This is an optimization exercise on Yosys and OpenROAD, whose aim is small area and a short achievable clock period, not a production implementation.
RTL that was checked went through simulation tests only; none was proved equivalent to the original.
Only the layout flow was run in run 2; the RTL was not checked for function there.
No activity file was given, so power comes from the tool's default toggle rates.

<file path="flow/run.sh">
#!/bin/bash
# Own layout flow: the standard ORFS flow (same synthesis script and
# register mapping), with
#  - an area-oriented ABC script for the gate mapping (flow/abc_area.script),
#  - plain buffers on the ports instead of the delay cells buffer_ports picks.
# Each tool's output goes to a log file in this folder.
set -euo pipefail
W=$PWD
MARGIN=5.2
# synthesis script: the standard flow's, with abc given our own script
{
  echo "proc abc {args} { set i [lsearch \$args -script]; if {\$i >= 0} { lset args [expr {\$i+1}] $W/flow/abc_area.script }; yosys abc {*}\$args }"
  cat synth_recipe.tcl
} > my_synth.tcl
make -C "$FLOW_HOME" DESIGN_CONFIG=$W/config.mk WORK_HOME=$W/orfs CLKGATE_MAP_FILE= \
  SYNTH_SCRIPT=$W/my_synth.tcl CAP_MARGIN=20 CORE_MARGIN=2 CORE_UTILIZATION=55 SLEW_MARGIN=20 \
  SETUP_SLACK_MARGIN=$MARGIN CTS_CLUSTER_SIZE=22 CTS_CLUSTER_DIAMETER=100 "BUFFER_PORTS_ARGS=-buffer_cell sky130_fd_sc_hd__buf_2" \
  finish > make_finish.log 2>&1
R=$W/orfs/results/$FLOW_PLATFORM/pluto_spi_stepper/base
: # left out here: write the final layout as DEF
</file>
<file path="flow/abc_area.script">
strash
&get -n
&fraig -x
&put
scorr
dc2
strash
&get -n
&dch -f
&nf -R 20
&put
topo
dnsize -c
</file>
<file path="standard.sh">
#!/bin/bash
# synth_recipe.tcl (not shown) runs the flow's synth.tcl, then flattens the netlist and writes it again
# the make line also repeats each setting of config.mk as NAME=value (left out here)
make -C /OpenROAD-flow-scripts/flow DESIGN_CONFIG=/design/flow/config.mk WORK_HOME=/design/flow/orfs CLKGATE_MAP_FILE= SYNTH_SCRIPT=/design/flow/synth_recipe.tcl "${@:-finish}"
</file>
<file path="config.mk">
export PLATFORM = sky130hd
export DESIGN_NAME = pluto_spi_stepper
export DESIGN_NICKNAME = pluto_spi_stepper
export VERILOG_FILES = /design/flow/design.v
export SDC_FILE = /design/flow/constraint.sdc
export NUM_CORES = 4
export LEC_CHECK = 0
export CAP_MARGIN = 20
export CORE_MARGIN = 2
export CORE_UTILIZATION = 40
export SLEW_MARGIN = 20
</file>
<file path="constraint.sdc">
create_clock -name core_clock -period 8.0 [get_ports {clk}]
set_input_delay 1.6000 -clock core_clock [delete_from_list [all_inputs] [get_ports {clk}]]
set_output_delay 1.6000 -clock core_clock [all_outputs]
set_load 0.01 [all_outputs]
</file>
<file path="design.v">
module wdt(clk, rst, ena, cnt, out_en);
input clk, rst, ena, cnt;
output out_en;
reg [6:0] timer;
reg internal_enable;
reg out_en;
wire timer_top = (timer == 7'd127);
always @(posedge clk) begin
    if(rst) begin
        internal_enable <= 0;
        timer <= 0;
    end
    else if(ena) begin
        internal_enable <= 1;
        timer <= 0;
    end
    else if(cnt && !timer_top) timer <= timer + 7'd1;
end
always @(posedge clk)
    out_en <= rst | ena | ~(internal_enable & (timer_top | (cnt & (timer == 7'd126))));
endmodule
module stepgen(clk, rst, enable, position, velocity, dirtime, steptime, pol, pol_n, stepx, dir, tap, step_n, dir_n);
parameter W=12;
parameter F=10;
parameter T=5;
localparam STATE_STEP = 2'd0;
localparam STATE_DIRCHANGE = 2'd1;
localparam STATE_DIRWAIT = 2'd2;
input clk, rst, enable;
output [W+F-1:0] position;
input [F:0] velocity;
input [T-1:0] dirtime, steptime;
input [1:0] tap;
input pol, pol_n;
output stepx, dir;
reg stepx, dir;
output step_n, dir_n;
reg step_n, dir_n;
reg [T-1:0] timer, timer_n;
reg [1:0] state, state_n;
reg ones, ones_n;
reg [W+F-1:0] P;
reg pinc, pdec;
wire [W-1:0] hi = P[W+F-1:F];
wire [W-1:0] upm, dnm;
assign upm[0] = 1'b1;
assign dnm[0] = 1'b1;
genvar k;
generate for (k = 1; k < W; k = k + 1) begin : g_m
	assign upm[k] = &hi[k-1:0];
	assign dnm[k] = ~|hi[k-1:0];
end endgenerate
wire [W-1:0] m = ({W{pinc}} & upm) | ({W{pdec}} & dnm);
assign position = {hi ^ m, P[F-1:0]};
wire [F:0] lo = {1'b0, P[F-1:0]} + {1'b0, velocity[F-1:0]};
wire step = stepx ^ pol;
wire dbit = velocity[F];
wire pbit = P[F + tap];
wire tz = (timer == 0);
wire c1 = (dir != dbit) && (pbit == ones);
reg upd;
always @* begin
	upd = 1'b0;
	state_n = state;
	timer_n = timer;
	dir_n = dir;
	ones_n = ones;
	step_n = step;
	if(enable) begin
		if(!tz) timer_n = timer - 1'd1;
		if(c1) begin
			if(tz) begin
				timer_n = dirtime;
				if(state == STATE_DIRCHANGE) begin
					dir_n = dbit;
					state_n = STATE_DIRWAIT;
				end else begin
					step_n = 0;
					state_n = STATE_DIRCHANGE;
				end
			end
		end else if(state == STATE_DIRWAIT) begin
			if(tz) state_n = STATE_STEP;
		end else begin
			if(tz) begin
				if(pbit != ones) begin
					ones_n = pbit;
					step_n = 1'd1;
					timer_n = steptime;
				end else begin
					step_n = 0;
				end
			end
			upd = (dir == dbit);
		end
	end
	if(rst) begin
		state_n = STATE_STEP;
		timer_n = 0;
		dir_n = 0;
		ones_n = 0;
		step_n = 0;
	end
end
always @(posedge clk) begin
	state <= state_n;
	timer <= timer_n;
	dir <= dir_n;
	ones <= ones_n;
	stepx <= step_n ^ pol_n;
	if(rst) begin
		P <= 0; pinc <= 0; pdec <= 0;
	end else begin
		P[W+F-1:F] <= position[W+F-1:F];
		if(upd) P[F-1:0] <= lo[F-1:0];
		pinc <= upd & lo[F] & ~velocity[F];
		pdec <= upd & ~lo[F] & velocity[F];
	end
end
endmodule
module quad(clk, rst, A, B, Z, c, i);
parameter W=14;
input clk, rst, A, B, Z;
output [W-1:0] c, i;
reg [(W-1):0] c, i;
reg [2:0] Ad, Bd;
reg [2:0] Zc;
always @(posedge clk) Ad <= rst ? 3'b0 : {Ad[1:0], A};
always @(posedge clk) Bd <= rst ? 3'b0 : {Bd[1:0], B};
wire good_one = &Zc;
wire good_zero = ~|Zc;
reg last_good;
wire [2:0] Zc_z0 = good_zero ? Zc : Zc - 3'd1;
wire [2:0] Zc_z1 = good_one ? Zc - 3'd1 : Zc + 3'd1;
wire index_pulse = good_one && !last_good;
wire count_enable = Ad[1] ^ Ad[2] ^ Bd[1] ^ Bd[2];
wire count_direction = Ad[1] ^ Bd[2];
wire [W-1:0] upm, dnm;
assign upm[0] = 1'b1;
assign dnm[0] = 1'b1;
genvar k;
generate for (k = 1; k < W; k = k + 1) begin : g_m
    assign upm[k] = &c[k-1:0];
    assign dnm[k] = ~|c[k-1:0];
end endgenerate
wire [W-1:0] cmask = count_direction ? upm : dnm;
always @(posedge clk)
if(rst) begin
    Zc <= 0;
    last_good <= 0;
    c <= 0;
end else begin
    Zc <= Z ? Zc_z1 : Zc_z0;
    if(good_one) last_good <= 1;
    else if(good_zero) last_good <= 0;
    if(count_enable) c <= c ^ cmask;
end
always @(posedge clk) begin
    if(index_pulse | rst) i <= c & {W{~rst}};
end
endmodule
module pluto_spi_stepper(clk, SCK, MOSI, MISO, SSEL, nRESET, out_en, LED, dout, din, step, dir, quadA, quadB, quadZ, up, down);
parameter W=10;
parameter F=11;
parameter T=4;
parameter QW=14;
input clk;
input SCK, SSEL, MOSI, nRESET;
output MISO;
output LED;
input [12:0] din;
input quadA;
input quadB;
input quadZ;
output out_en;
output [13:0] dout;
output [2:0] step;
output [2:0] dir;
output up;
output down;
wire rst = ~nRESET;
reg [10:0] pc;
wire [10:0] pc_cy;
assign pc_cy[0] = 1'b1;
genvar k;
generate for (k = 1; k < 11; k = k + 1) begin : g_cy
    assign pc_cy[k] = &pc[k-1:0];
end endgenerate
always @(posedge clk) pc <= rst ? 11'd1 : pc ^ pc_cy;
reg stepcnt, cnt_top;
always @(posedge clk) begin
    stepcnt <= rst | (pc[5:0] == 6'd0);
    cnt_top <= ~rst & (pc == 11'd2047);
end
reg [2:0] SCKr;
always @(posedge clk) SCKr <= rst ? 3'b0 : {SCKr[1:0], SCK};
wire SCK_risingedge = (SCKr[2:1]==2'b01);
wire SCK_fallingedge = (SCKr[2:1]==2'b10);
reg [2:0] SSELr;
always @(posedge clk) SSELr <= rst ? 3'b0 : {SSELr[1:0], SSEL};
wire SSEL_active = ~SSELr[1];
wire SSEL_startmessage = (SSELr[2:1]==2'b10);
reg [2:0] bitcnt;
reg byte_received;
reg [4:0] spibytecnt;
reg [7:0] data_recvd;
reg [7:0] data_sent;
reg [7:0] data_outbuf;
always @(posedge clk) begin
	if(rst) begin
		bitcnt <= 0;
		byte_received <= 0;
		data_sent <= 0;
	end else begin
	if(SSEL_startmessage) begin
		bitcnt <= 3'b000;
	end
	if(SSEL_active) begin
		if(SCK_risingedge) begin
			bitcnt <= bitcnt + 3'b001;
			if(bitcnt==3'b000)
				data_sent <= data_outbuf;
		end
		else if(SCK_fallingedge) begin
			data_sent <= {data_sent[6:0], 1'b0};
		end
		byte_received <= SCK_risingedge && (bitcnt==3'b111);
	end
	end
end
wire sb_inc = SSEL_active & ~SCK_risingedge & SCK_fallingedge & (bitcnt == 3'b000);
wire [4:0] spibytecnt_n = rst ? 5'd0 : sb_inc ? spibytecnt + 5'd1 : SSEL_startmessage ? 5'd0 : spibytecnt;
reg sb_is7;
always @(posedge clk) begin
	spibytecnt <= spibytecnt_n;
	sb_is7 <= (spibytecnt_n == 5'd7);
end
always @(posedge clk)
	if(SSEL_active & SCK_risingedge)
		data_recvd <= {data_recvd[6:0], MOSI};
assign MISO = data_sent[7];
reg [7:0] data_inbuf;
reg [F:0] vel0, vel1, vel2;
reg [15:0] pwm0;
reg [13:0] real_dout;
reg [T-1:0] dirtime, steptime;
reg [1:0] tap;
reg Spolarity, Zpolarity;
wire wr = SSEL_active & byte_received;
wire wr_inbuf = wr & ~spibytecnt[0] & (spibytecnt[4:2] != 3'b011) & ~spibytecnt[4];
wire wr1 = wr & (spibytecnt == 5'd1);
wire wr3 = wr & (spibytecnt == 5'd3);
wire wr5 = wr & (spibytecnt == 5'd5);
wire wr7 = wr & sb_is7;
wire wr9 = wr & (spibytecnt == 5'd9);
wire wr11 = wr & (spibytecnt == 5'd11);
wire wr15 = wr & (spibytecnt == 5'd15);
wire [15:0] rword = {data_recvd, data_inbuf};
wire Spolarity_n = rst ? 1'b0 : wr11 ? data_inbuf[7] : Spolarity;
wire [15:0] rword_r = rword & {16{~rst}};
always @(posedge clk) begin
	if(wr_inbuf | rst) data_inbuf <= rword_r[15:8];
	if(wr1 | rst) vel0 <= rword_r[F:0];
	if(wr3 | rst) vel1 <= rword_r[F:0];
	if(wr5 | rst) vel2 <= rword_r[F:0];
	if(wr7 | rst) pwm0 <= rword_r;
	if(wr9 | rst) real_dout <= rword_r[13:0];
	if(wr11 | rst) begin
		tap <= rword_r[15:14];
		steptime <= rword_r[T+7:8];
		dirtime <= rword_r[T-1:0];
		Spolarity <= rword_r[7];
	end
	if(wr15 | rst) Zpolarity <= rword_r[15];
end
assign dout = real_dout;
wire [W+F-1:0] pos0, pos1, pos2;
wire step0_n, dir0_n;
wire s1_n, d1_n, s2_n, d2_n;
stepgen #(W,F,T) s0(clk, rst, stepcnt, pos0, vel0, dirtime, steptime, Spolarity, Spolarity_n, step[0], dir[0], tap, step0_n, dir0_n);
stepgen #(W,F,T) s1(clk, rst, stepcnt, pos1, vel1, dirtime, steptime, Spolarity, Spolarity_n, step[1], dir[1], tap, s1_n, d1_n);
stepgen #(W,F,T) s2(clk, rst, stepcnt, pos2, vel2, dirtime, steptime, Spolarity, Spolarity_n, step[2], dir[2], tap, s2_n, d2_n);
reg LED;
always @(posedge clk) LED <= step0_n ^ dir0_n;
wire do_enable_wdt = data_recvd[6] & (spibytecnt == 5'b01001) & byte_received;
wdt w(clk, rst, do_enable_wdt, cnt_top, out_en);
wire [10:0] pwmrev_n = {pc[4], pc[5], pc[6], pc[7], pc[8], pc[9], pc[10], pc[3:0]};
wire act_h = pwm_gt(pwm0[10:0], pwm0[14] ? pwmrev_n : pc);
wire act_w = pwm_gt(rword[10:0], rword[14] ? pwmrev_n : pc);
wire up_h = pwm0[12] ^ (~pwm0[15] & act_h);
wire up_w = rword[12] ^ (~rword[15] & act_w);
wire down_h = pwm0[13] ^ (pwm0[15] & act_h);
wire down_w = rword[13] ^ (rword[15] & act_w);
reg up, down;
always @(posedge clk) begin
	up <= ~rst & (wr7 ? up_w : up_h);
	down <= ~rst & (wr7 ? down_w : down_h);
end
function pwm_gt(input [10:0] a, input [10:0] b);
	reg [15:0] g, e;
	reg [7:0] g1, e1;
	reg [3:0] g2, e2;
	reg [1:0] g3, e3;
	integer n;
	begin
		g = {5'b0, a & ~b};
		e = {5'h1f, ~(a ^ b)};
		for (n = 0; n < 8; n = n + 1) begin
			g1[n] = g[2*n+1] | (e[2*n+1] & g[2*n]);
			e1[n] = e[2*n+1] & e[2*n];
		end
		for (n = 0; n < 4; n = n + 1) begin
			g2[n] = g1[2*n+1] | (e1[2*n+1] & g1[2*n]);
			e2[n] = e1[2*n+1] & e1[2*n];
		end
		for (n = 0; n < 2; n = n + 1) begin
			g3[n] = g2[2*n+1] | (e2[2*n+1] & g2[2*n]);
			e3[n] = e2[2*n+1] & e2[2*n];
		end
		pwm_gt = g3[1] | (e3[1] & g3[0]);
	end
endfunction
wire [QW-1:0] qc, qi;
quad q0(clk, rst, quadA, quadB, quadZ^Zpolarity, qc, qi);
reg [7:0] outbuf_r;
always @* begin
	case(spibytecnt)
	5'd0: outbuf_r = pos0[7:0];
	5'd1: outbuf_r = pos0[15:8];
	5'd2: outbuf_r = pos0[W+F-1:16];
	5'd4: outbuf_r = pos1[7:0];
	5'd5: outbuf_r = pos1[15:8];
	5'd6: outbuf_r = pos1[W+F-1:16];
	5'd8: outbuf_r = pos2[7:0];
	5'd9: outbuf_r = pos2[15:8];
	5'd10: outbuf_r = pos2[W+F-1:16];
	5'd12: outbuf_r = qc[7:0];
	5'd13: outbuf_r = {qi[1:0], qc[13:8]};
	5'd14: outbuf_r = qi[9:2];
	5'd15: outbuf_r = {4'b0, qi[13:10]};
	5'd20, 5'd21, 5'd22, 5'd23, 5'd24, 5'd25, 5'd26, 5'd27,
	5'd28, 5'd29, 5'd30, 5'd31: outbuf_r = {3'b0, spibytecnt};
	default: outbuf_r = 8'b0;
	endcase
end
wire sel_in0 = (spibytecnt == 5'd16);
wire sel_in1 = (spibytecnt == 5'd17);
always @(posedge clk) if(SSEL_active)
	data_outbuf <= outbuf_r | ({8{sel_in0}} & din[7:0]) | ({8{sel_in1}} & {quadA, quadB, quadZ, din[12:8]});
endmodule
</file>
==> results of run 1 <==
## Yosys cell counts (7+ instances only)
library cell / count / area [um^2]
nor3_1: 33 / 165
a221oi_1: 9 / 78.8
a222oi_1: 18 / 180
clkinv_1: 60 / 225
a31oi_1: 13 / 81.3
xnor2_1: 41 / 359
o21a_1: 10 / 75.1
a21oi_1: 119 / 596
a22oi_1: 17 / 128
nand2b_1: 21 / 131
dfxtp_1: 169 / 3380
nand4_1: 7 / 43.8
o21ai_0: 115 / 576
o211a_1: 9 / 90.1
nor2b_1: 17 / 106
and3_1: 23 / 144
and2_0: 78 / 488
or3_1: 7 / 43.8
a21o_1: 10 / 75.1
xor2_1: 34 / 298
mux2i_1: 20 / 200
nand3_1: 31 / 155
a21boi_0: 8 / 60.1
nand2_1: 107 / 402
ha_1: 76 / 951
edfxtp_1: 115 / 3450
nor2_1: 95 / 357
## report_power, final
part | total (mW) | switching [mW] | internal [mW]
sequential | 1.75 | 0.113 | 1.63
combinational | 0.569 | 0.329 | 0.240
clock | 0.880 | 0.470 | 0.410
## stage by stage
stage	power [mW]	cell area [um^2]	setup slack [ns]
detailed placement	2.32	14100	4.15
global route	3.37	14800	5.11
floorplan	2.15	13400	5.30
global placement	2.31	14100	4.19
finish	3.20	14800	5.30
CTS	3.19	14600	5.20
## kinds of logic (layout without fill, tap and decap cells)
group                      after synthesis  after routing  synth area share, %
muxes                                   24             24                 2.08
buffers and inverters                   66            149                 2.01
AOI/OAI and AO/OA                      361            361                 16.6
adders and majority gates               79             79                 7.53
and+or+nand+nor                        433            433                 15.9
DFF                                    284            284                 50.9
xor gates and xnor gates                75             75                 4.90
## final cells by class
type | instances | area [um^2]
Multi-Input combinational cell | 972 | 6490
Clock buffer | 28 | 477
Timing Repair Buffer | 61 | 364
Tap cell | 324 | 405
Sequential cell | 284 | 6850
Fill cell | 2107 | 9290
Inverter | 60 | 235
## registers in the layout (all words and copies together), names as in the netlist, 5 cells and up
name / flops
s0.P: 21
s1.P: 21
s2.P: 21
pwm0: 15
q0.c: 14
q0.i: 14
real_dout: 14
vel0: 12
vel1: 12
vel2: 12
pc: 11
data_inbuf: 8
data_outbuf: 8
data_recvd: 8
data_sent: 8
w.timer: 7
spibytecnt: 5
## routing by layer
| metal | share of wire [%] | wire, um |
|---|---|---|
| met5 | 0 | 0 |
| met4 | 1.6 | 524 |
| met3 | 5.1 | 1650 |
| met2 | 45 | 14700 |
| met1 | 48 | 15700 |
## how the worst min path moves through the flow
| stage | from | endpoint | slack (ns) |
|---|---|---|---|
| 2_1_floorplan | pc[0] | pc[0] | 0.39 |
| 4_1_cts | pc[0] | pc[0] | 0.45 |
| 6_report | SSELr[0] | SSELr[1] | 0.44 |
| 5_1_grt | w.internal_enable | w.internal_enable | 0.47 |
| 3_5_place_dp | q0.Ad[0] | q0.Ad[1] | 0.42 |
| 3_3_place_gp | q0.Ad[0] | q0.Ad[1] | 0.42 |
## repair_timing
action                     CTS  global route
buffers inserted             0             8
setup endpoints to repair   84            57
pin swaps                    2            23
gates cloned                 0             0
resized for setup           14            69
==> impl_metrics.env, run 1 <==
export IMPL_outcome="complete, no violations"
export IMPL_start_kind="flip-flop"
export IMPL_initial_core_util_pct=55.7
export IMPL_die_w_um=160
export IMPL_synth_area_per_cell_um2=10.2
export IMPL_maxSlewHeadroom_pct=33.6
export IMPL_cp_num_cells=1
export IMPL_path_delay_family="flip-flops"
export IMPL_place_congestion=0.894
export IMPL_cts_path_max_buffers=3
export IMPL_hold_class="reg2reg"
export IMPL_synth_ff_type="dfxtp_1"
export IMPL_insertion_delay_ns=0.51
export IMPL_cp_slowest_cell="edfxtp_1"
export IMPL_grt_pass1_wl_um=51800
export IMPL_ys_ff_latch=284
export IMPL_p_leak_nw=5.86
export IMPL_use_met3_pct=3.35
export IMPL_path_clk_slew_ns=0.09
export IMPL_hpwl_um=23700
export IMPL_cts_tree="built"
export IMPL_final_cell_mix="dfxtp_1 (162), edfxtp_1 (115), a21oi_1 (107)"
export IMPL_p_per_area_nw_per_um2=216
export IMPL_hold_buffers=0
export IMPL_postLayoutCoreUtil_pct=61.5
export IMPL_critical_path_required_ns=6.40
export IMPL_crit_fanout=1
export IMPL_synth_cell_types=55
export IMPL_use_met1_pct=37.8
export IMPL_cts_root_buf="clkbuf_16"
export IMPL_crit_buf_inv=1
export IMPL_ir_drop_mv=0.169
export IMPL_cts_buffers=16
export IMPL_crit_path_max_incr_delay_ns=0.43
export IMPL_synth_area_um2=13400
export IMPL_design_core_area_um2=24100
export IMPL_track_usage_pct=25.5
export IMPL_skew_ns=0.0228
export IMPL_reg2reg_slack_ns=5.32
export IMPL_rsz0062_at_grt="true"
export IMPL_end_kind="primary output"
export IMPL_max_slew_worst_pin_slew_ns=0.995
export IMPL_use_met2_pct=40.5
export IMPL_rows=57
export IMPL_yosysSeqAreaShare_pct=50.9
export IMPL_tns_ns=0
export IMPL_crit_arrival_ns=1.10
export IMPL_setup_worst_path_start="real_dout[7]"
export IMPL_place_inst=1693
export IMPL_min_path_cells=1
export IMPL_die_h_um=160
export IMPL_hold_viol=0
export IMPL_wirelength_um=32600
export IMPL_syn_inst=1322
export IMPL_nets=1495
export IMPL_syn_nets=1422
export IMPL_ys_warn_count=4
export IMPL_drt_iter0_markers=903
export IMPL_antenna_cells=0
export IMPL_antenna_found_initial=0
export IMPL_maxSlewViolCount=0
export IMPL_r2r_end="data_outbuf[4]"
export IMPL_cap_violations=0
export IMPL_drc=0
export IMPL_r2r_start="spibytecnt[4]"
export IMPL_area_growth_syn_to_layout_pct=10.4
export IMPL_hold_slack_ns=0.443
export IMPL_vias=9987
export IMPL_die_area_um2=25700
export IMPL_dr_pass1_iters=7
export IMPL_clkSinkCount=284
export IMPL_finalCritPeriodShare_pct=33.8
export IMPL_htree_levels=1
export IMPL_async_flop_share_pct=0
export IMPL_wl_per_cell_um=18.8
export IMPL_grt_pass1_vias=9390
export IMPL_rr_worst_depth=9
export IMPL_path_class="reg2out"
export IMPL_synth_edf_count=115
export IMPL_grt_busiest_layer="met2"
export IMPL_overflow=0
export IMPL_cp_cell_sequence="buf_2"
export IMPL_final_cells=1729
export IMPL_ant_nets=0
export IMPL_period_needed_ns=2.70
export IMPL_drive_gt1_share_pct=9.68
export IMPL_grt_max_degree=65
export IMPL_vias_per_cell=5.78
export IMPL_io_buffers=45
export IMPL_pin_count=46
export IMPL_fmax_ghz=0.370
export IMPL_finalSetupViolCount=0
export IMPL_layout_commonest_cell="dfxtp_1"
export IMPL_endpoint="dout[7]"
==> inputs of run 2 (changes only) <==
--- a/design.v
+++ b/design.v
@@ -265,5 +265,4 @@
 	if(wr5 | rst) vel2 <= rword_r[F:0];
 	if(wr7 | rst) pwm0 <= rword_r;
-	if(wr9 | rst) real_dout <= rword_r[13:0];
 	if(wr11 | rst) begin
 		tap <= rword_r[15:14];
@@ -274,4 +273,7 @@
 	if(wr15 | rst) Zpolarity <= rword_r[15];
 end
+always @(posedge clk)
+	if(rst) real_dout <= 0;
+	else if(wr9) real_dout <= rword[13:0];
 assign dout = real_dout;
 wire [W+F-1:0] pos0, pos1, pos2;
==> flow/run.sh (replaced) <==
#!/bin/bash
# Own layout flow: the standard ORFS flow (synth_recipe.tcl, the same
# yosys passes and flip-flop mapping, so the registers keep the standard
# synthesis's names and cell types), with these changes:
#  - ABC maps the gates with an area-oriented script (flow/abc_area.script)
#    instead of ORFS's speed script, and yosys's full/half-adder extraction
#    (ADDER_MAP_FILE) is left out so that ABC maps the adders as well;
#  - the port buffers are buf_2 cells rather than the delay cells
#    buffer_ports picks by default;
#  - the clock tree clusters up to 27 sinks per leaf buffer.
# Clock period, SDC, floorplan rules, power grid and the rest are the standard flow's.
# Each tool's output goes to a log file in this folder.
set -euo pipefail
W=$PWD
MARGIN=5.0
# synthesis script: the standard flow's own, with abc given our script
{
  echo "proc abc {args} { set i [lsearch \$args -script]; if {\$i >= 0} { lset args [expr {\$i+1}] $W/flow/abc_area.script }; yosys abc {*}\$args }"
  cat synth_recipe.tcl
} > my_synth.tcl
make -C "$FLOW_HOME" DESIGN_CONFIG=$W/config.mk WORK_HOME=$W/orfs CLKGATE_MAP_FILE= ADDER_MAP_FILE= \
  SYNTH_SCRIPT=$W/my_synth.tcl CAP_MARGIN=20 CORE_MARGIN=2 CORE_UTILIZATION=55 SLEW_MARGIN=20 \
  SETUP_SLACK_MARGIN=$MARGIN CTS_CLUSTER_SIZE=27 CTS_CLUSTER_DIAMETER=100 \
  "BUFFER_PORTS_ARGS=-buffer_cell sky130_fd_sc_hd__buf_2" \
  finish > make_finish.log 2>&1
R=$W/orfs/results/$FLOW_PLATFORM/pluto_spi_stepper/base
: # left out here: write the final layout as DEF
==> run 2 against run 1 <==
Critical path type is now reg2reg. Global-route usage rose by 1.6 points. Via count about the same. First-iteration DRC count up 8.9%. Highest routed layer unchanged. Final area is 6.1% lower. Non-clock buffer count unchanged.
==> impl_metrics.env, run 2 <==
export IMPL_synth_top_cells_by_count="dfxtp_1 (183), nand2_1 (129), nor2_1 (114), o21ai_0 (113), a21oi_1 (109)"
export IMPL_cp_cell_sequence="clkinv_1 -> nand2_1 -> nor2_1 -> a22o_1 -> a221oi_1 -> nand4_1 -> a221oi_1 -> nand3_1"
export IMPL_largestRegisters="s0.P x21, s1.P x21, s2.P x21"
export IMPL_maxSlewHeadroom_pct=31.3
export IMPL_max_slew_worst_pin_slew_ns=1.03
export IMPL_drc=0
export IMPL_synth_top_area_share_pct=28.9
export IMPL_tns_ns=0
export IMPL_layout_commonest_cell="dfxtp_1"
export IMPL_synth_edf_count=101
export IMPL_rows=55
export IMPL_reg2reg_slack_ns=5.08
export IMPL_grt_pass1_vias=9117
export IMPL_cp_num_cells=8
export IMPL_design_core_area_um2=22600
export IMPL_overflow=0
export IMPL_io_buffers=45
export IMPL_die_area_um2=24300
export IMPL_path_class="reg2reg"
export IMPL_synth_simple_area_share_pct=19.2
export IMPL_hold_buffers=0
export IMPL_cts_tree="built"
export IMPL_syn_nets=1319
export IMPL_rsz0062_at_grt="true"
export IMPL_maxSlewViolCount=0
export IMPL_wl_per_cell_um=19.8
export IMPL_crit_path_max_incr_delay_ns=0.58
export IMPL_cp_slowest_cell="a221oi_1"
export IMPL_synth_cell_types=56
export IMPL_yosysSeqAreaShare_pct=52.7
export IMPL_die_h_um=156
export IMPL_grt_pass1_wl_um=51100
export IMPL_endpoint="data_outbuf[0]"
export IMPL_track_usage_pct=27.1
export IMPL_synth_area_um2=12700
export IMPL_finalSetupViolCount=0
export IMPL_ant_nets=0
export IMPL_path_clk_slew_ns=0.10
export IMPL_ys_ff_latch=284
export IMPL_fmax_ghz=0.343
export IMPL_synth_area_per_cell_um2=9.78
export IMPL_synth_compound_area_share_pct=17.3
export IMPL_r2r_end="data_outbuf[0]"
export IMPL_final_cell_mix="dfxtp_1 (182), nand2_1 (129), nor2_1 (114)"
export IMPL_htree_levels=1
export IMPL_vias=9990
export IMPL_period_needed_ns=2.92
export IMPL_p_leak_nw=5.16
export IMPL_hold_viol=0
export IMPL_insertion_delay_ns=0.51
export IMPL_rr_worst_depth=8
export IMPL_synth_top_area_cell="dfxtp_1"
export IMPL_skew_ns=0.0201
export IMPL_r2r_start="spibytecnt[1]"
export IMPL_synth_top_family_by_area="simple AND/OR/NAND/NOR gates"
export IMPL_p_per_area_nw_per_um2=219
export IMPL_drt_iter0_markers=983
export IMPL_cap_violations=0
export IMPL_setup_worst_path_start="spibytecnt[1]"
export IMPL_cts_buffers=14
export IMPL_critical_path_required_ns=8.21
export IMPL_wirelength_um=32900
export IMPL_vias_per_cell=6.01
export IMPL_initial_core_util_pct=56.1
export IMPL_area_growth_syn_to_layout_pct=9.64
export IMPL_cts_root_buf="clkbuf_16"
export IMPL_start_kind="flip-flop"
export IMPL_cts_path_max_buffers=3
export IMPL_synthMostInstantiatedCell="dfxtp_1"
export IMPL_dr_pass1_iters=6
export IMPL_ys_warn_count=4
export IMPL_synthMuxAreaShare_pct=2.27
export IMPL_pin_count=46
export IMPL_finalCritPeriodShare_pct=36.5
export IMPL_synth_ff_type="dfxtp_1"
export IMPL_end_kind="flip-flop"
export IMPL_drive_gt1_share_pct=7.55
export IMPL_synth_fa_ha_area_share_pct=0.473
export IMPL_path_delay_family="compound AO/OA/AOI/OAI gates"
export IMPL_antenna_cells=0
export IMPL_antenna_found_initial=1
export IMPL_nets=1390
export IMPL_outcome="complete, no violations"
export IMPL_clkSinkCount=284
export IMPL_hold_class="reg2reg"
export IMPL_synth_area_leaders="dfxtp_1 (29%), edfxtp_1 (24%), o21ai_0 (4.5%)"
export IMPL_hpwl_um=23300
export IMPL_ir_drop_mv=0.215
export IMPL_crit_buf_inv=1
export IMPL_syn_inst=1298
export IMPL_grt_max_degree=76
export IMPL_crit_fanout=8
export IMPL_place_congestion=0.898
export IMPL_crit_arrival_ns=3.13
export IMPL_die_w_um=156
export IMPL_nFillCells=1940
export IMPL_async_flop_share_pct=0
export IMPL_crit_top_cell="a221oi_1"
export IMPL_synth_xor_area_share_pct=6.97
export IMPL_hold_slack_ns=0.445
==> run 2: through the flow <==
stage	cell area (um^2)	setup WS (ns)	util [%]	instances	total power [mW]
after floorplan	12700	5.13	-	1298	2.07
after global placement	13300	4.35	58.8	1631	2.21
after detailed placement	13300	4.28	58.9	1631	2.22
after CTS	13800	4.97	61.0	1655	3.05
after global routing	13900	4.95	61.5	1662	3.18
final	13900	5.08	61.5	1662	3.05
==> run 2: how the worst min path moves through the flow <==
stage / startpoint / cells after the start / slack, ns / to
after floorplan: pc[0] / 1 / 0.41 / pc[0]
after global placement: SCKr[0] / 1 / 0.42 / SCKr[1]
after detailed placement: q0.Ad[0] / 1 / 0.42 / q0.Ad[1]
after CTS: q0.Ad[0] / 1 / 0.45 / q0.Ad[1]
after global routing: q0.Ad[0] / 1 / 0.46 / q0.Ad[1]
final: q0.Ad[0] / 1 / 0.45 / q0.Ad[1]
==> run 2: logic make-up after synthesis <==
kind of cell | count (synthesis)
AND/OR/NAND/NOR | 492
AO/OA/AOI/OAI | 358
flip-flops | 284
XOR/XNOR | 101
buffers and inverters | 32
multiplexers | 25
adder cells (fa/ha/maj) | 6
==> run 2: per-layer routing <==
layer | part of all wire [%] | global-route usage, %
met5 | 0 | 0
met4 | 3.7 | 9.65
met3 | 6.0 | 4.64
met2 | 45 | 42.4
met1 | 45 | 38.1
==> run 2: layout make-up <==
type / instances / area, um^2 / area share [%]
Sequential cell: 284 / 6700 / 48.1
Timing Repair Buffer: 61 / 359 / 2.58
Multi-Input combinational cell: 982 / 5990 / 43.0
Inverter: 26 / 101 / 0.728
Clock inverter: 1 / 16.3 / 0.117
Tap cell: 285 / 357 / 2.56
Clock buffer: 23 / 405 / 2.91
==> run 2: what timing repair did <==
action                                  CTS  global route
gates resized for setup                  15            19
pin swaps                                 1             8
setup buffers                             0             7
endpoints found under the setup margin   17            17
==> run 2: power by group <==
part           leakage [nW]  internal [mW]  total, mW  switching [mW]
Combinational          2.43          0.201      0.483           0.282
Clock                 0.202          0.359      0.832           0.473
Sequential             2.53           1.61       1.74           0.124
==> inputs of run 3 (changes only) <==
--- a/design.v
+++ b/design.v
@@ -265,4 +265,5 @@
 	if(wr5 | rst) vel2 <= rword_r[F:0];
 	if(wr7 | rst) pwm0 <= rword_r;
+	if(wr9 | rst) real_dout <= rword_r[13:0];
 	if(wr11 | rst) begin
 		tap <= rword_r[15:14];
@@ -273,7 +274,4 @@
 	if(wr15 | rst) Zpolarity <= rword_r[15];
 end
-always @(posedge clk)
-	if(rst) real_dout <= 0;
-	else if(wr9) real_dout <= rword[13:0];
 assign dout = real_dout;
 wire [W+F-1:0] pos0, pos1, pos2;
--- a/flow/run.sh
+++ b/flow/run.sh
@@ -13,5 +13,5 @@
 set -euo pipefail
 W=$PWD
-MARGIN=5.0
+MARGIN=5.2
 # synthesis script: the standard flow's own, with abc given our script
 {
==> run 3 against run 2 <==
Wire length decreased by 4.1%. Global-route usage decreased by 0.93 points. Worst setup slack improved by 0.17 ns. Utilization increased by 0.13 points. Non-clock buffer count decreased by 1. Sequential power about the same. Still clean on timing, DRC and antenna. Fmax increased by 6.2%. Largest power group unchanged. Cell count decreased by 2.4%.
==> impl_metrics.env, run 3 <==
export IMPL_antenna_cells=0
export IMPL_synth_area_leaders="edfxtp_1 (27%), dfxtp_1 (27%), a21oi_1 (4.3%)"
export IMPL_rsz0062_at_grt="true"
export IMPL_synth_top_area_cell="edfxtp_1"
export IMPL_synth_xor_area_share_pct=6.91
export IMPL_rows=55
export IMPL_ys_ff_latch=284
export IMPL_p_total_mw=3.07
export IMPL_async_flop_share_pct=0
export IMPL_grt_pass1_wl_um=49400
export IMPL_layout_commonest_cell="dfxtp_1"
export IMPL_area_growth_syn_to_layout_pct=10.1
export IMPL_grt_pass1_vias=8934
export IMPL_antenna_found_initial=0
export IMPL_synth_simple_area_share_pct=18.3
export IMPL_initial_core_util_pct=56.0
export IMPL_synth_top_cells_by_count="dfxtp_1 (169), nand2_1 (118), edfxtp_1 (115), a21oi_1 (110), nor2_1 (109)"
export IMPL_max_slew_worst_pin_slew_ns=0.927
export IMPL_crit_arrival_ns=3.13
export IMPL_vias=9757
export IMPL_cap_violations=0
export IMPL_synth_compound_area_share_pct=16.6
export IMPL_start_kind="flip-flop"
export IMPL_critical_path_required_ns=8.38
export IMPL_cp_slowest_cell="edfxtp_1"
export IMPL_hold_class="reg2reg"
export IMPL_place_congestion=0.881
export IMPL_synth_cell_types=53
export IMPL_path_class="reg2reg"
export IMPL_cts_path_max_buffers=3
export IMPL_cts_tree="built"
export IMPL_die_h_um=156
export IMPL_synth_ff_type="dfxtp_1"
export IMPL_tns_ns=0
export IMPL_synth_edf_count=115
export IMPL_wl_per_cell_um=19.4
export IMPL_largestRegisters="s0.P x21, s1.P x21, s2.P x21"
export IMPL_cts_root_buf="clkbuf_16"
export IMPL_ir_drop_mv=0.167
export IMPL_pin_count=46
export IMPL_drt_iter0_markers=906
export IMPL_synth_fa_ha_area_share_pct=0.632
export IMPL_insertion_delay_ns=0.50
export IMPL_p_leak_nw=5.12
export IMPL_synth_area_per_cell_um2=10.1
export IMPL_finalSetupViolCount=0
export IMPL_nFillCells=1937
export IMPL_overflow=0
export IMPL_die_w_um=156
export IMPL_synth_area_um2=12700
export IMPL_hpwl_um=22300
export IMPL_yosysSeqAreaShare_pct=54.0
export IMPL_ant_nets=0
export IMPL_fmax_ghz=0.364
export IMPL_final_cell_mix="dfxtp_1 (169), nand2_1 (117), edfxtp_1 (115)"
export IMPL_wirelength_um=31500
export IMPL_syn_nets=1280
export IMPL_vias_per_cell=6.02
export IMPL_hold_viol=0
export IMPL_synth_top_family_by_area="simple AND/OR/NAND/NOR gates"
export IMPL_cts_buffers=14
export IMPL_maxSlewViolCount=0
export IMPL_ys_warn_count=4
export IMPL_synthMuxAreaShare_pct=2.43
export IMPL_nets=1350
export IMPL_outcome="complete, no violations"
export IMPL_skew_ns=0.0184
export IMPL_synth_top_area_share_pct=27.3
export IMPL_p_per_area_nw_per_um2=220
export IMPL_dr_pass1_iters=8
export IMPL_die_area_um2=24300
export IMPL_end_kind="flip-flop"
export IMPL_crit_fanout=3
export IMPL_drive_gt1_share_pct=8.60
export IMPL_cp_cell_sequence="and2_0 -> nor2_2 -> a211oi_2 -> o31ai_2 -> buf_4 -> maj3_1 -> nand2_1 -> a311o_1 -> a31oi_1 -> xnor2_1 -> a21oi_1"
export IMPL_path_delay_family="compound AO/OA/AOI/OAI gates"
export IMPL_grt_max_degree=97
export IMPL_period_needed_ns=2.75
export IMPL_syn_inst=1259
export IMPL_crit_path_max_incr_delay_ns=0.42
export IMPL_crit_buf_inv=1
export IMPL_path_clk_slew_ns=0.10
export IMPL_track_usage_pct=26.1
export IMPL_clkSinkCount=284
export IMPL_maxSlewHeadroom_pct=38.2
export IMPL_htree_levels=1
export IMPL_synthMostInstantiatedCell="dfxtp_1"
export IMPL_io_buffers=45
export IMPL_hold_buffers=0
export IMPL_finalCritPeriodShare_pct=34.3
export IMPL_drc=0
export IMPL_design_core_area_um2=22600
[run 3: cell types whose count changed after synthesis, moves of 5 or more]
cell | before | now
dfxtp_1 | 183 | 169
o21ai_0 | 113 | 93
or2_0 | 17 | 7
nand2b_1 | 15 | 22
nand2_1 | 129 | 118
and2_0 | 89 | 80
edfxtp_1 | 101 | 115
nor3_1 | 28 | 33
nor2_1 | 114 | 109
[run 3: area by class of cell]
class | instances | area, um^2 | share of cell area [%]
flip-flops and latches | 284 | 6840 | 49.0
multi-input cells | 943 | 5860 | 42.0
clock buffers | 22 | 412 | 2.95
repair buffers | 60 | 364 | 2.61
well taps | 285 | 357 | 2.56
inverters | 26 | 104 | 0.744
clock inverters | 2 | 16.3 | 0.117
[run 3: cells by family after synthesis]
kind of cell               count (synthesis)
adders and majority gates                  8
and+or+nand+nor                          469
xor gates and xnor gates                 100
muxes                                     27
buffers and inverters                     32
DFF                                      284
AOI/OAI and AO/OA                        339
[run 3: stage by stage]
stage          cell area [um^2]  hold slack, ns  utilization (%)  setup slack (ns)  instances
2_1_floorplan             12700           0.413                -              5.24       1259
3_3_place_gp              13300           0.417             58.7              3.95       1589
3_5_place_dp              13300           0.421             58.7              4.00       1589
4_1_cts                   13800           0.450             61.0              5.21       1618
5_1_grt                   14000           0.465             61.6              5.14       1622
6_report                  14000           0.447             61.6              5.25       1622
[run 3: repair_timing]
action / 4_1_cts / 5_1_grt
resized for setup: 21 / 22
pin swaps: 5 / 10
cloned: 0 / 0
endpoints found under the setup margin: 146 / 48
setup buffers: 5 / 4
[run 3: power breakdown]
part | total [mW] | switching [mW] | internal [mW]
Sequential | 1.75 | 0.122 | 1.63
Clock | 0.820 | 0.457 | 0.363
Combinational | 0.497 | 0.289 | 0.209
[run 3: worst paths after layout]
check	startpoint	end	slack [ns]	cells past startpoint
setup / recovery	vel2[2]	s2.P[10]	5.25	11
hold / removal	w.internal_enable	w.internal_enable	0.45	2
setup reg to reg	vel2[2]	s2.P[10]	5.25	11
hold reg to reg	w.internal_enable	w.internal_enable	0.45	2
[run 3: worst reg2reg max path, cell delays in order, from the launching register on]
cell	delay (ns)
edfxtp_1	0.42
and2_0	0.24
nor2_2	0.22
a211oi_2	0.12
o31ai_2	0.35
buf_4	0.17
maj3_1	0.19
nand2_1	0.10
a311o_1	0.39
a31oi_1	0.20
xnor2_1	0.14
a21oi_1	0.08
[run 3: per-layer routing]
metal | up-vias | wire length (um) | track usage (%)
met5 | - | 0 | 0
met4 | 0 | 453 | 5.46
met3 | 29 | 1680 | 3.25
met2 | 246 | 14600 | 42.0
met1 | 4696 | 14800 | 38.3
li1 | 4786 | - | -
==> inputs of run 4 (changes only) <==
--- a/flow/run.sh
+++ b/flow/run.sh
@@ -8,5 +8,5 @@
 #  - the port buffers are buf_2 cells rather than the delay cells
 #    buffer_ports picks by default;
-#  - the clock tree clusters up to 27 sinks per leaf buffer.
+#  - the clock tree clusters up to 22 sinks per leaf buffer.
 # Clock period, SDC, floorplan rules, power grid and the rest are the standard flow's.
 # Each tool's output goes to a log file in this folder.
@@ -21,5 +21,5 @@
 make -C "$FLOW_HOME" DESIGN_CONFIG=$W/config.mk WORK_HOME=$W/orfs CLKGATE_MAP_FILE= ADDER_MAP_FILE= \
   SYNTH_SCRIPT=$W/my_synth.tcl CAP_MARGIN=20 CORE_MARGIN=2 CORE_UTILIZATION=55 SLEW_MARGIN=20 \
-  SETUP_SLACK_MARGIN=$MARGIN CTS_CLUSTER_SIZE=27 CTS_CLUSTER_DIAMETER=100 \
+  SETUP_SLACK_MARGIN=$MARGIN CTS_CLUSTER_SIZE=22 CTS_CLUSTER_DIAMETER=100 \
   "BUFFER_PORTS_ARGS=-buffer_cell sky130_fd_sc_hd__buf_2" \
   finish > make_finish.log 2>&1
==> run 4 against run 3 <==
Still clean on timing, DRC and antenna. Clock skew fell by 0.0082 ns. Synthesized cell count did not move. Via count fell by 0.48%. Worst setup slack got worse by 0.0044 ns. Clock-buffer cell count rose by 4. Register-to-register slack barely moved. Final area rose by 0.16%. Total power rose by 1.2%. Non-clock buffer count fell by 1. Largest power group unchanged.
==> impl_metrics.env, run 4 <==
export IMPL_antenna_found_initial=0
export IMPL_syn_nets=1280
export IMPL_ir_drop_mv=0.182
export IMPL_synthMostInstantiatedCell="dfxtp_1"
export IMPL_nets=1351
export IMPL_crit_arrival_ns=3.14
export IMPL_initial_core_util_pct=56.0
export IMPL_critical_path_required_ns=8.39
export IMPL_p_leak_nw=5.13
export IMPL_dp_slack_ns=4.00
export IMPL_drc=0
export IMPL_drt_iter0_markers=968
export IMPL_skew_ns=0.0102
export IMPL_path_clk_slew_ns=0.09
export IMPL_tns_ns=0
export IMPL_min_path_cells=2
export IMPL_layout_commonest_cell="dfxtp_1"
export IMPL_synth_area_um2=12700
export IMPL_synth_cell_types=53
export IMPL_die_area_um2=24300
export IMPL_largestRegisters="s0.P x21, s1.P x21, s2.P x21"
export IMPL_die_h_um=156
export IMPL_fmax_ghz=0.363
export IMPL_syn_inst=1259
export IMPL_insertion_delay_ns=0.50
export IMPL_ys_ff_latch=284
export IMPL_area_growth_syn_to_layout_pct=10.3
export IMPL_rsz0062_at_grt="true"
export IMPL_yosysSeqAreaShare_pct=54.0
export IMPL_cts_path_max_buffers=3
export IMPL_grt_pass1_wl_um=49800
export IMPL_design_core_area_um2=22600
export IMPL_synth_top_area_cell="edfxtp_1"
export IMPL_setup_worst_path_start="vel2[2]"
export IMPL_vias=9710
export IMPL_ys_warn_count=4
export IMPL_postLayoutCoreUtil_pct=61.7
export IMPL_overflow=0
export IMPL_outcome="complete, no violations"
export IMPL_r2r_start="vel2[2]"
export IMPL_grt_pass1_vias=8969
export IMPL_finalCritPeriodShare_pct=34.4
export IMPL_crit_fanout=3
export IMPL_hold_viol=0
export IMPL_reg2reg_slack_ns=5.25
export IMPL_finalSetupViolCount=0
export IMPL_ant_nets=0
export IMPL_antenna_cells=0
export IMPL_rr_worst_depth=11
export IMPL_synth_ff_type="dfxtp_1"
export IMPL_cp_slowest_cell="edfxtp_1"
export IMPL_crit_buf_inv=1
export IMPL_max_slew_worst_pin_slew_ns=0.962
export IMPL_synth_top_cells_by_count="dfxtp_1 (169), nand2_1 (118), edfxtp_1 (115), a21oi_1 (110), nor2_1 (109)"
export IMPL_dr_pass1_iters=6
export IMPL_track_usage_pct=26.3
export IMPL_place_inst=1589
export IMPL_end_kind="flip-flop"
export IMPL_period_needed_ns=2.75
export IMPL_cts_root_buf="clkbuf_16"
export IMPL_maxSlewViolCount=0
export IMPL_cp_cell_sequence="and2_0 -> nor2_2 -> a211oi_2 -> o31ai_2 -> buf_4 -> maj3_1 -> nand2_1 -> a311o_1 -> a31oi_1 -> xnor2_1 -> a21oi_1"
export IMPL_cts_buffers=16
export IMPL_synth_edf_count=115
export IMPL_p_per_area_nw_per_um2=222
export IMPL_wirelength_um=31700
export IMPL_final_cells=1624
export IMPL_drive_gt1_share_pct=8.36
export IMPL_start_kind="flip-flop"
export IMPL_async_flop_share_pct=0
export IMPL_vias_per_cell=5.98
export IMPL_path_class="reg2reg"
export IMPL_place_congestion=0.881
export IMPL_r2r_end="s2.P[10]"
export IMPL_synth_area_leaders="edfxtp_1 (27%), dfxtp_1 (27%), a21oi_1 (4.3%)"
export IMPL_min_to="w.internal_enable"
export IMPL_path_delay_family="compound AO/OA/AOI/OAI gates"
export IMPL_hold_buffers=0
export IMPL_wl_per_cell_um=19.5
export IMPL_synth_area_per_cell_um2=10.1
export IMPL_min_from="w.internal_enable"
export IMPL_die_w_um=156
export IMPL_clkSinkCount=284
export IMPL_synth_top_area_share_pct=27.3
export IMPL_grt_max_degree=97
export IMPL_crit_path_max_incr_delay_ns=0.41
export IMPL_cts_tree="built"
export IMPL_hpwl_um=22300
export IMPL_pin_count=46
export IMPL_cap_violations=0
export IMPL_maxSlewHeadroom_pct=35.9
export IMPL_final_cell_mix="dfxtp_1 (169), nand2_1 (117), edfxtp_1 (115)"
export IMPL_rows=55
export IMPL_hold_class="reg2reg"
export IMPL_worst_slack_ns=5.25
export IMPL_p_total_mw=3.10
export IMPL_io_buffers=45
export IMPL_htree_levels=1
run 4: cell counts after synthesis:
Identical to the previous run, type by type.
run 4: worst reg2reg max path, cell delays in order (launching register included):
cell      delay, ns
edfxtp_1       0.41
and2_0         0.25
nor2_2         0.22
a211oi_2       0.13
o31ai_2        0.36
buf_4          0.17
maj3_1         0.19
nand2_1        0.11
a311o_1        0.39
a31oi_1        0.20
xnor2_1        0.14
a21oi_1        0.08
run 4: logic make-up (layout without fill, tap and decap cells):
group,count (synthesis),count (layout),share of synthesized area [%]
fa+ha+maj,8,8,0.632
xor+xnor,100,100,6.91
compound gates,339,339,16.6
flops,284,284,54.0
mux,27,27,2.43
buf+inv,32,112,1.13
simple gates,469,469,18.3
run 4: cell type report:
class                           count  area [um^2]
Sequential cell                   284         6840
Clock buffer                       26          459
Timing Repair Buffer               59          357
Tap cell                          285          357
Multi-Input combinational cell    943         5860
Inverter                           26          104
Fill cell                        1934         8670
Clock inverter                      1         3.75
run 4: worst max path at each step:
| stage | to | slack [ns] | depth (start not counted) |
|---|---|---|---|
| 6_report | s2.P[10] | 5.25 | 11 |
| 5_1_grt | s2.P[10] | 5.14 | 11 |
| 4_1_cts | s0.stepx | 5.21 | 7 |
| 3_5_place_dp | data_inbuf[5] | 4.00 | 3 |
| 3_3_place_gp | q0.i[0] | 3.95 | 3 |
| 2_1_floorplan | data_sent[2] | 5.24 | 5 |
run 4: power breakdown:
| part | internal (mW) | switching, mW | leakage, nW |
|---|---|---|---|
| Sequential | 1.63 | 0.122 | 2.56 |
| Combinational | 0.207 | 0.289 | 2.36 |
| Clock | 0.398 | 0.461 | 0.222 |
| Total | 2.23 | 0.872 | 5.13 |
run 4: per-layer routing:
metal	part of all wire [%]	vias to the layer above	track usage [%]
met3	5.4	30	3.39
li1	-	4784	-
met1	47	4652	38.3
met4	1.5	0	5.37
met2	47	244	42.6
met5	0	-	0
run 4: per-stage QoR:
| step | area (um^2) | hold WS, ns |
|---|---|---|
| 2_1_floorplan | 12700 | 0.413 |
| 3_3_place_gp | 13300 | 0.417 |
| 3_5_place_dp | 13300 | 0.421 |
| 4_1_cts | 13900 | 0.448 |
| 5_1_grt | 14000 | 0.463 |
| 6_report | 14000 | 0.445 |
run 4: repair_timing:
item | CTS | global route
setup buffers | 5 | 3
resized for setup | 22 | 20
endpoints found under the setup margin | 146 | 43
pin swaps | 5 | 6
==> inputs of run 5 (changes only) <==
--- a/flow/run.sh
+++ b/flow/run.sh
@@ -13,5 +13,5 @@
 set -euo pipefail
 W=$PWD
-MARGIN=5.2
+MARGIN=5.1
 # synthesis script: the standard flow's own, with abc given our script
 {
==> run 5 against run 4 <==
Still clean. Clock skew increased by 0.0076 ns. Flip-flop and latch count unchanged. Worst setup slack got worse by 0.038 ns. Wire length about the same. Synthesized area unchanged. Synthesized cell count unchanged. Global-route usage decreased by 0.60 points. Combinational power decreased by 1%. Fmax decreased by 1.4%. Clock power increased by 1%. Critical path type is now in2reg. Largest cell class unchanged. Largest power group unchanged. Highest routed layer unchanged.
==> impl_metrics.env, run 5 <==
export IMPL_drt_iter0_markers=1027
export IMPL_die_area_um2=24300
export IMPL_path_class="in2reg"
export IMPL_cp_slowest_cell="buf_6"
export IMPL_synth_cell_types=53
export IMPL_htree_levels=1
export IMPL_initial_core_util_pct=56.0
export IMPL_clockPowerShare_pct=28.0
export IMPL_synth_edf_count=115
export IMPL_design_core_area_um2=22600
export IMPL_syn_nets=1280
export IMPL_worst_slack_ns=5.21
export IMPL_path_clk_slew_ns=0.09
export IMPL_area_growth_syn_to_layout_pct=9.95
export IMPL_p_per_area_nw_per_um2=223
export IMPL_comb_power_share_pct=15.8
export IMPL_io_buffers=45
export IMPL_cts_tree="built"
export IMPL_cap_violations=0
export IMPL_ys_ff_latch=284
export IMPL_drive_gt1_share_pct=7.90
export IMPL_crit_arrival_ns=2.94
export IMPL_finalCritPeriodShare_pct=34.9
export IMPL_cts_root_buf="clkbuf_16"
export IMPL_async_flop_share_pct=0
export IMPL_switchingPower_uw=872
export IMPL_dr_pass1_iters=8
export IMPL_die_w_um=156
export IMPL_grt_pass1_vias=8840
export IMPL_insertion_delay_ns=0.51
export IMPL_final_cells=1626
export IMPL_crit_fanout=65
export IMPL_synth_ff_type="dfxtp_1"
export IMPL_maxSlewHeadroom_pct=36.6
export IMPL_max_slew_worst_pin_slew_ns=0.951
export IMPL_synth_area_um2=12700
export IMPL_maxSlewViolCount=0
export IMPL_syn_inst=1259
export IMPL_synth_area_per_cell_um2=10.1
export IMPL_fmax_ghz=0.358
export IMPL_grt_pass1_wl_um=48500
export IMPL_synth_area_leaders="edfxtp_1 (27%), dfxtp_1 (27%), a21oi_1 (4.3%)"
export IMPL_period_needed_ns=2.79
export IMPL_tns_ns=0
export IMPL_largestRegisters="s0.P x21, s1.P x21, s2.P x21"
export IMPL_ys_warn_count=4
export IMPL_crit_path_max_incr_delay_ns=0.37
export IMPL_die_h_um=156
export IMPL_vias_per_cell=6.03
export IMPL_ant_nets=0
export IMPL_track_usage_pct=25.7
export IMPL_final_cell_mix="dfxtp_1 (169), nand2_1 (116), edfxtp_1 (115)"
export IMPL_wl_per_cell_um=19.5
export IMPL_clkSinkCount=284
export IMPL_critical_path_required_ns=8.15
export IMPL_antenna_found_initial=1
export IMPL_finalSetupViolCount=0
export IMPL_antenna_cells=0
export IMPL_layout_commonest_cell="dfxtp_1"
export IMPL_vias=9806
export IMPL_outcome="complete, no violations"
export IMPL_rsz0062_at_grt="false"
export IMPL_cts_buffers=16
export IMPL_overflow=0
export IMPL_synth_top_area_cell="edfxtp_1"
export IMPL_synthMostInstantiatedCell="dfxtp_1"
export IMPL_synth_top_area_share_pct=27.3
export IMPL_place_inst=1590
export IMPL_synth_top_cells_by_count="dfxtp_1 (169), nand2_1 (118), edfxtp_1 (115), a21oi_1 (110), nor2_1 (109)"
export IMPL_swShare_pct=28.0
export IMPL_postLayoutCoreUtil_pct=61.5
export IMPL_hpwl_um=22400
export IMPL_place_congestion=0.850
export IMPL_dp_slack_ns=3.91
export IMPL_hold_class="reg2reg"
export IMPL_start_kind="primary input"
export IMPL_drc=0
export IMPL_skew_ns=0.0178
export IMPL_rows=55
export IMPL_grt_max_degree=89
export IMPL_p_leak_nw=5.13
export IMPL_cp_cell_sequence="buf_6 -> clkinv_8 -> nor2_1 -> clkinv_1"
export IMPL_cts_path_max_buffers=3
export IMPL_hold_viol=0
export IMPL_seqPwrFrac_pct=56.3
export IMPL_nets=1353
export IMPL_end_kind="flip-flop"
export IMPL_wirelength_um=31700
export IMPL_ir_drop_mv=0.196
export IMPL_yosysSeqAreaShare_pct=54.0
export IMPL_p_int_mw=2.24
export IMPL_pin_count=46
==> run 5: worst max-delay path: cells and delay by family <==
family | cells | cell delay [ns]
buf+inv | 3 | 1.02
simple gates | 1 | 0.23
==> run 5: layout make-up <==
class,count,area (um^2)
Inverter,26,110
Tap cell,285,357
Sequential cell,284,6840
Multi-Input combinational cell,943,5790
Fill cell,1963,8710
Timing Repair Buffer,61,359
Clock buffer,27,473
==> run 5: what timing repair did <==
item	in CTS	in global routing
pin swaps	3	7
setup endpoints to repair	108	18
buffers inserted	3	5
hold buffers	0	0
gates resized for setup	17	15
==> run 5: final timing paths <==
kind,depth (start not counted),startpoint,endpoint,slack (ns)
max,4,nRESET,steptime[0],5.21
min,2,w.internal_enable,w.internal_enable,0.45
max reg2reg,10,vel1[1],s1.pdec,5.25
min reg2reg,2,w.internal_enable,w.internal_enable,0.45
==> run 5: kinds of logic after synthesis <==
group	count (synthesis)	synth area share (%)
flops	284	54.0
xor+xnor	100	6.91
buf+inv	32	1.13
compound gates	339	16.6
simple gates	469	18.3
mux	27	2.43
fa+ha+maj	8	0.632
==> run 5: routing by layer <==
layer	routed length, um	global-route usage [%]	share of wire [%]	vias to the layer above
met5	0	0	0	-
met4	684	6.64	2.2	0
met3	1630	3.28	5.1	41
met2	14200	40.0	45	256
met1	15200	38.2	48	4720
li1	-	-	-	4789
==> run 5: through the flow <==
stage               power, mW  hold slack, ns  area, um^2
floorplan                2.09           0.413       12700
global placement         2.24           0.425       13300
detailed placement       2.25           0.436       13300
CTS                      3.12           0.454       13800
global route             3.25           0.470       13900
finish                   3.11           0.453       13900
==> run 5: power groups by stage <==
stage               registers [mW]  clock network [mW]  logic (mW)
floorplan                     1.74                   0       0.355
global placement              1.78                   0       0.458
detailed placement            1.78                   0       0.467
CTS                           1.75               0.892       0.479
global route                  1.76               0.940       0.549
finish                        1.75               0.870       0.491
==> inputs of run 6 (changes only) <==
--- a/flow/run.sh
+++ b/flow/run.sh
@@ -13,5 +13,5 @@
 set -euo pipefail
 W=$PWD
-MARGIN=5.1
+MARGIN=5.4
 # synthesis script: the standard flow's own, with abc given our script
 {
==> run 6 against run 5 <==
Utilization up 1.8 points. Highest routed layer unchanged. Flip-flop and latch count did not move. Via count increased by 1.3%. Synthesized cell count unchanged. Largest cell class unchanged.
==> impl_metrics.env, run 6 <==
export IMPL_hpwl_um=22200
export IMPL_cts_root_buf="clkbuf_16"
export IMPL_ir_drop_mv=0.137
export IMPL_ys_ff_latch=284
export IMPL_comb_power_share_pct=17.1
export IMPL_final_cell_mix="dfxtp_1 (157), edfxtp_1 (115), nand2_1 (113)"
export IMPL_reg2reg_slack_ns=5.27
export IMPL_synth_edf_count=115
export IMPL_htree_levels=1
export IMPL_min_path_cells=2
export IMPL_die_w_um=156
export IMPL_path_clk_slew_ns=0.10
export IMPL_min_from="w.internal_enable"
export IMPL_overflow=0
export IMPL_finalSetupViolCount=0
export IMPL_design_core_area_um2=22600
export IMPL_tns_ns=0
export IMPL_p_per_area_nw_per_um2=221
export IMPL_outcome="complete, no violations"
export IMPL_async_flop_share_pct=0
export IMPL_cap_violations=0
export IMPL_antenna_found_initial=0
export IMPL_grt_pass1_wl_um=49800
export IMPL_layout_commonest_cell="dfxtp_1"
export IMPL_critical_path_required_ns=8.43
export IMPL_drt_iter0_markers=841
export IMPL_start_kind="flip-flop"
export IMPL_max_slew_worst_pin_slew_ns=0.950
export IMPL_finalCritPeriodShare_pct=34.1
export IMPL_dp_slack_ns=4.21
export IMPL_crit_arrival_ns=3.16
export IMPL_grt_busiest_layer="met2"
export IMPL_wirelength_um=32300
export IMPL_nFillCells=1888
export IMPL_seqPwrFrac_pct=55.3
export IMPL_rr_worst_depth=10
export IMPL_synth_top_cells_by_count="dfxtp_1 (169), nand2_1 (118), edfxtp_1 (115), a21oi_1 (110), nor2_1 (109)"
export IMPL_fmax_ghz=0.367
export IMPL_setup_worst_path_start="vel1[1]"
export IMPL_path_class="reg2reg"
export IMPL_io_buffers=45
export IMPL_nets=1375
export IMPL_min_to="w.internal_enable"
export IMPL_place_congestion=0.880
export IMPL_use_met2_pct=40.8
export IMPL_p_int_mw=2.28
export IMPL_hold_class="reg2reg"
export IMPL_hold_viol=0
export IMPL_die_h_um=156
export IMPL_hold_slack_ns=0.443
export IMPL_use_met1_pct=39.3
export IMPL_dpl_instance_area_um2=13300
export IMPL_synth_area_um2=12700
export IMPL_skew_ns=0.0266
export IMPL_synth_area_per_cell_um2=10.1
export IMPL_r2r_end="s1.pdec"
export IMPL_synth_area_leaders="edfxtp_1 (27%), dfxtp_1 (27%), a21oi_1 (4.3%)"
export IMPL_yosysSeqAreaShare_pct=54.0
export IMPL_p_leak_nw=5.33
export IMPL_ant_nets=0
export IMPL_vias=9937
export IMPL_cts_buffers=16
export IMPL_switchingPower_uw=897
export IMPL_swShare_pct=28.3
export IMPL_largestRegisters="s0.P x21, s1.P x21, s2.P x21"
export IMPL_die_area_um2=24300
export IMPL_synth_top_area_share_pct=27.3
export IMPL_crit_fanout=4
export IMPL_pin_count=46
export IMPL_synth_top_area_cell="edfxtp_1"
export IMPL_r2r_start="vel1[1]"
export IMPL_vias_per_cell=6.03
export IMPL_cts_path_max_buffers=3
export IMPL_initial_core_util_pct=56.0
export IMPL_area_growth_syn_to_layout_pct=13.2
export IMPL_syn_inst=1259
export IMPL_grt_pass1_vias=8933
export IMPL_synthMostInstantiatedCell="dfxtp_1"
export IMPL_maxSlewViolCount=0
export IMPL_drc=0
export IMPL_end_kind="flip-flop"
export IMPL_antenna_cells=0
export IMPL_insertion_delay_ns=0.51
export IMPL_clockPowerShare_pct=27.6
export IMPL_synth_cell_types=53
export IMPL_syn_nets=1280
export IMPL_track_usage_pct=26.5
export IMPL_rows=55
export IMPL_wl_per_cell_um=19.6
export IMPL_maxSlewHeadroom_pct=36.7
export IMPL_drive_gt1_share_pct=12.8
export IMPL_dr_pass1_iters=8
export IMPL_synth_ff_type="dfxtp_1"
export IMPL_grt_max_degree=89
export IMPL_clkSinkCount=284
export IMPL_worst_slack_ns=5.27
export IMPL_period_needed_ns=2.73
export IMPL_cts_tree="built"
export IMPL_fin_area_um2=14300
export IMPL_use_met3_pct=3.67
export IMPL_ys_warn_count=4
export IMPL_rsz0062_at_grt="true"
run 6: power by group through the flow:
stage | clock (mW) | sequential [mW] | combinational [mW]
after global routing | 0.945 | 1.77 | 0.603
after floorplan | 0 | 1.74 | 0.359
after CTS | 0.891 | 1.75 | 0.513
after detailed placement | 0 | 1.78 | 0.472
final | 0.875 | 1.75 | 0.544
after global placement | 0 | 1.78 | 0.464
run 6: per-stage QoR:
| stage | utilization [%] | total power [mW] | cells |
|---|---|---|---|
| 2_1_floorplan | - | 2.10 | 1259 |
| 3_3_place_gp | 58.8 | 2.24 | 1589 |
| 3_5_place_dp | 58.8 | 2.25 | 1589 |
| 4_1_cts | 62.3 | 3.15 | 1636 |
| 5_1_grt | 63.3 | 3.32 | 1649 |
| 6_report | 63.3 | 3.17 | 1649 |
run 6: worst max-delay path by stage:
| stage | to | slack, ns | cells after the start |
|---|---|---|---|
| finish | s1.pdec | 5.27 | 10 |
| detailed placement | pwm0[9] | 4.21 | 3 |
| global route | s1.pdec | 5.17 | 10 |
| floorplan | data_outbuf[2] | 5.40 | 5 |
| CTS | dout[13] | 5.28 | 1 |
| global placement | pwm0[10] | 4.22 | 3 |
run 6: critical path, cell delays in order (launching register included):
cell	delay (ns)
edfxtp_1	0.43
xnor2_2	0.20
o21ai_2	0.08
maj3_2	0.31
maj3_2	0.31
maj3_2	0.35
a211oi_2	0.29
o311ai_1	0.13
o21ai_1	0.13
o211a_1	0.20
o2111a_1	0.22
run 6: cell families (layout without fill, tap and decap cells):
logic type | after synthesis | in the layout | share of synthesized area (%)
flops | 284 | 284 | 54.0
xor+xnor | 100 | 100 | 6.91
fa+ha+maj | 8 | 8 | 0.632
buf+inv | 32 | 137 | 1.13
mux | 27 | 27 | 2.43
compound gates | 339 | 339 | 16.6
simple gates | 469 | 469 | 18.3
run 6: area by class of cell:
| class | instances | area [um^2] | share of cell area [%] |
|---|---|---|---|
| multi-input cells | 943 | 5980 | 41.7 |
| well taps | 285 | 357 | 2.49 |
| inverters | 26 | 115 | 0.803 |
| repair buffers | 83 | 558 | 3.89 |
| clock buffers | 28 | 477 | 3.32 |
| flip-flops and latches | 284 | 6850 | 47.8 |
run 6: metal layers:
layer,wire (um),up-vias
li1,-,4835
met1,14800,4739
met3,2050,43
met5,0,-
met4,835,0
met2,14700,320
run 6: repair_timing:
item,in CTS,in global routing
hold endpoints to repair,0,0
hold buffers,0,0
pin swaps,23,38
setup endpoints to repair,167,119
resized for setup,47,41
buffers inserted,19,13

==> port drivers added, routing unchanged <==
The results above use ideal ports. As a check the final layouts listed here were re-extracted and re-timed, cells and wires unchanged.
Step 1 sets driving cells, clkbuf_16 on the clock port and buf_2 on the other inputs (assumed; they add their load-dependent delay and slew).
Step 2 moves the port delays by t, midway between the first and last clock arrival at a register: inputs arrive t later, outputs are due t later. That takes back most of the time a late clock gives input paths.
Three values: ideal, step 1, step 2; two values: the first two.
run	t, ns	setup slack, ns	worst hold slack (ns)	worst setup path after step 2	worst slew at a driven data input, ns
run 1	0.546	5.300 / 5.250 / 4.888	0.443 / 0.443 / 0.443	input to register	0.04
run 2	0.550	5.083 / 5.083 / 4.580	0.445 / 0.445 / 0.445	input to register	0.05
run 3	0.542	5.253 / 5.243 / 4.795	0.447 / 0.447 / 0.447	input to register	0.06
run 4	0.540	5.248 / 5.248 / 4.753	0.445 / 0.445 / 0.445	input to register	0.06
run 5	0.543	5.210 / 5.220 / 4.677	0.453 / 0.453 / 0.453	input to register	0.04
run 6	0.546	5.272 / 5.236 / 4.891	0.443 / 0.443 / 0.443	input to register	0.03
After both steps setup and hold are still met in every run listed. For run 5, which loses most, drivers alone change the setup slack by +0.010 ns; drivers and shift together by -0.533 ns.
